This design comes from an exercise in tuning for small area and few clock cycles on the open sky130 flow, not from production work.
The RTL was checked by simulation tests, not by an equivalence proof against the original design.

Setup of the reference run:
## cv32e41s_incore
module cv32e41s_incore 
#(
  parameter                             LIB                                     = 0,
  parameter logic RV32                                    = RV32I,
  parameter logic [1:0] B_EXT                                   = B_NONE,
  parameter logic [1:0] M_EXT                                   = M,
  parameter bit                         DEBUG                                   = 1,
  parameter logic [31:0]                DM_REGION_START                         = 32'hF0000000,
  parameter logic [31:0]                DM_REGION_END                           = 32'hF0003FFF,
  parameter int                         DBG_NUM_TRIGGERS                        = 1,
  parameter int                         PMA_NUM_REGIONS                         = 0,
  parameter logic [PMA_NUM_REGIONS*68-1:0]                   PMA_CFG            = '0,
  parameter bit                         CLIC                                    = 0,
  parameter int unsigned                CLIC_ID_WIDTH                           = 5,
  ...
Size: ~22000 cells after synthesis, ~2500 flip-flops, roughly 750 I/O pins, ~180000 µm² of cells after synthesis.
Settings: LEC_CHECK=0, ABC_AREA=1, CAP_MARGIN=35, CORE_MARGIN=2, CORE_UTILIZATION=40, SLEW_MARGIN=35; clock period 20.0 ns.
run.sh (not shown) runs the stock make flow with config.mk's settings and CLKGATE_MAP_FILE= SYNTH_SCRIPT=/design/flow/synth_recipe.tcl, a recipe that flattens the netlist after the stock synthesis.
The reference run finished every stage and its layout cleared the timing, DRC and antenna checks.
Testbench counts of the reference run, summed over its fixed seeds: cycles 1,166,485.
Changes in the trial run relative to the reference run:
- CTS_BUF_LIST newly set to sky130_fd_sc_hd__clkbuf_4 sky130_fd_sc_hd__clkbuf_8
- CAP_MARGIN changed from 35 to 25
- CTS_CLUSTER_SIZE newly set to 30
- SLEW_MARGIN changed from 35 to 25
Notes after the runs:
- The via count of the trial run exceeds that of the reference run by 0.83%.
- Delta (the trial run minus the reference run): signed area change from the synthesized netlist to the final layout fell by 0.49 points, TritonCTS buffer count now larger.
- Re least setup slack across all paths after layout: the trial run is 0.36 ns down on the reference run.
- The trial run vs. the reference run: overall global routing resource usage has remained practically unchanged.

---

== north ==
cv32e41s_incore, a different RTL version from the one above (not shown whole).
Size: roughly 21000 cells after synthesis, about 2400 flip-flops, about 750 I/O pins, roughly 0.17 mm² of cells after synthesis.
==> flow/config.mk <==
export PLATFORM = sky130hd
export DESIGN_NAME = cv32e41s_incore
export DESIGN_NICKNAME = cv32e41s_incore
export VERILOG_FILES = /design/flow/design.v
export SDC_FILE = /design/flow/constraint.sdc
export NUM_CORES = 8
export LEC_CHECK = 0
export ABC_AREA = 1
export CAP_MARGIN = 25
export CORE_MARGIN = 2
export CORE_UTILIZATION = 40
export SLEW_MARGIN = 25
==> flow/constraint.sdc <==
create_clock -name core_clock -period 20.0 [get_ports {clk_i}]
set_input_delay 4.0000 -clock core_clock [delete_from_list [all_inputs] [get_ports {clk_i}]]
set_output_delay 4.0000 -clock core_clock [all_outputs]
set_load 0.01 [all_outputs]
standard.sh (not shown) runs the stock make flow with config.mk's settings and CLKGATE_MAP_FILE= SYNTH_SCRIPT=/design/flow/synth_recipe.tcl, a recipe that flattens the netlist after the stock synthesis.
==> flow/flow/run.sh <==
#!/bin/bash
# Layout flow: the standard flow (standard synthesis, floorplan, placement, routing) with
# - clock tree synthesis without dummy loads, with larger sink clusters driven by
#   clkbuf_4/8/16 cells (fewer clock buffers),
# - the buffers placed on the ports made of the smallest buffer cell.
# Full tool output goes to flow_standard.log in the work folder (ORFS also keeps its
# per-step logs under orfs/logs/).
set -euo pipefail
export CTS_ARGS="-sink_clustering_enable -repair_clock_nets -dont_use_dummy_load -buf_list {sky130_fd_sc_hd__clkbuf_4 sky130_fd_sc_hd__clkbuf_8 sky130_fd_sc_hd__clkbuf_16} -sink_clustering_size 20 -sink_clustering_max_diameter 170"
export BUFFER_PORTS_ARGS="-buffer_cell sky130_fd_sc_hd__buf_1"
bash standard.sh finish > flow_standard.log 2>&1
Testbench counts of north, summed over its fixed seeds: cycles 1,166,485.
Setup changes, north to south
Settings: changing CAP_MARGIN from 25 to 15; changing SLEW_MARGIN from 25 to 15.
--- outcome ---
The layout from south, despite a flow that completed every stage, fails the layout checks, with the failing checks listed as capacitance limit, slew limit. Delta (south minus north): highest clock rate fell by 0.85%; worst-case setup margin in the final layout fell by 0.15 ns; via count of the first global-routing pass rose by 518. north and south ended up with roughly the same final instance area. south and north ended up with roughly the same hold slack. Diff north -> south: sum of routed wire length over all layers stayed essentially flat; minimum clock period after layout rose by 0.15 ns; global-route usage roughly the same.
Modified inputs, east compared to south
Settings: a change of SLEW_MARGIN from 15 to 25; a change of CAP_MARGIN from 15 to 25.
==> flow/flow/run.sh <==
#!/bin/bash
# Layout flow: the standard flow (standard synthesis, floorplan, placement, routing) with
# - clock tree synthesis told not to add dummy loads and to use small clock buffers,
# - the buffers placed on the ports made of the smallest buffer cell.
# Full tool output goes to flow_standard.log in the work folder (ORFS also keeps its
# per-step logs under orfs/logs/).
set -euo pipefail
export CTS_ARGS="-sink_clustering_enable -repair_clock_nets -dont_use_dummy_load -buf_list {sky130_fd_sc_hd__clkbuf_4 sky130_fd_sc_hd__clkbuf_8} -sink_clustering_size 30"
export BUFFER_PORTS_ARGS="-buffer_cell sky130_fd_sc_hd__buf_1"
bash standard.sh finish > flow_standard.log 2>&1
[summary]
east has completed all stages; timing, DRC and antenna checks passed. Cell count: east higher than south. Path length in cells of the critical path came out exactly the same in south and east. As of east, final area had risen slightly compared to south.
diff inputs: east => west
Settings: PLACE_DENSITY now 0.7, previously not set.
==> flow/flow/run.sh <==
#!/bin/bash
# Layout flow: the standard flow (standard synthesis, floorplan, placement, routing) with
# - clock tree synthesis without dummy loads, with larger sink clusters driven by
#   clkbuf_4/8/16 cells (fewer clock buffers),
# - the buffers placed on the ports made of the smallest buffer cell.
# Full tool output goes to flow_standard.log in the work folder (ORFS also keeps its
# per-step logs under orfs/logs/).
set -euo pipefail
export CTS_ARGS="-sink_clustering_enable -repair_clock_nets -dont_use_dummy_load -buf_list {sky130_fd_sc_hd__clkbuf_4 sky130_fd_sc_hd__clkbuf_8 sky130_fd_sc_hd__clkbuf_16} -sink_clustering_size 20 -sink_clustering_max_diameter 170"
export BUFFER_PORTS_ARGS="-buffer_cell sky130_fd_sc_hd__buf_1"
bash standard.sh finish > flow_standard.log 2>&1
- Of west and east, the run reporting the higher weighted congestion at the end of routability-driven global placement was west.
- west | status: complete | timing, DRC, antenna: pass
- In west relative to east, number of filler instances in the final layout had gone down slightly.
- Going from east to west, slack of the critical path now larger, first-iteration DRC count up 12%.
The inputs of middle differ from those of west as listed below.
Settings: swapping 40 for 45 in CORE_UTILIZATION; clearing PLACE_DENSITY, which used to be 0.7.
## What came out
- The final layout from middle, which completed every stage, passed the timing, DRC and antenna checks at the end of the flow.
- Taking west as the reference, in middle clock network area share comparable; placed cell area comparable.
- Looking at final setup slack of the worst path, middle sits 0.45 ns below west.
- Data arrival time of the critical path ends up lower on west.
- | global-route usage | higher: middle |
- A end point of the critical path of instr_reqpar_o is what west shows, while data_reqpar_o belongs to middle.
- Met1 usage in global routing: middle vs west up 9.3 points

==> separate check: timing with driven ports <==
Ports are ideal in the flow. The routed layouts listed here were re-timed in OpenROAD. Step 1 assumes that a clkbuf_16 drives the clock port and a buf_2 every other input. Step 2 also shifts input and output timing later by t, the mid clock arrival at the registers, as if the neighbouring blocks saw the same clock. a / b / c = no drivers / after step 1 / after step 2; a / b = the first two.
| run | t (ns) | setup WS [ns] | pins driven straight from the clock port |
|---|---|---|---|
| the reference run | 1.083 | 3.472 / 3.369 / 3.607 | 1 |
| the trial run | 1.347 | 3.108 / 2.988 / 3.623 | 1 |
| north | 1.052 | 2.817 / 2.700 / 3.753 | 1 |
| south | 1.040 | 2.669 / 2.551 / 3.591 | 1 |
| east | 1.256 | 2.437 / 2.325 / 3.580 | 1 |
| west | 1.034 | 3.826 / 3.714 / 4.209 | 1 |
| middle | 1.011 | 3.374 / 3.257 / 4.268 | 1 |
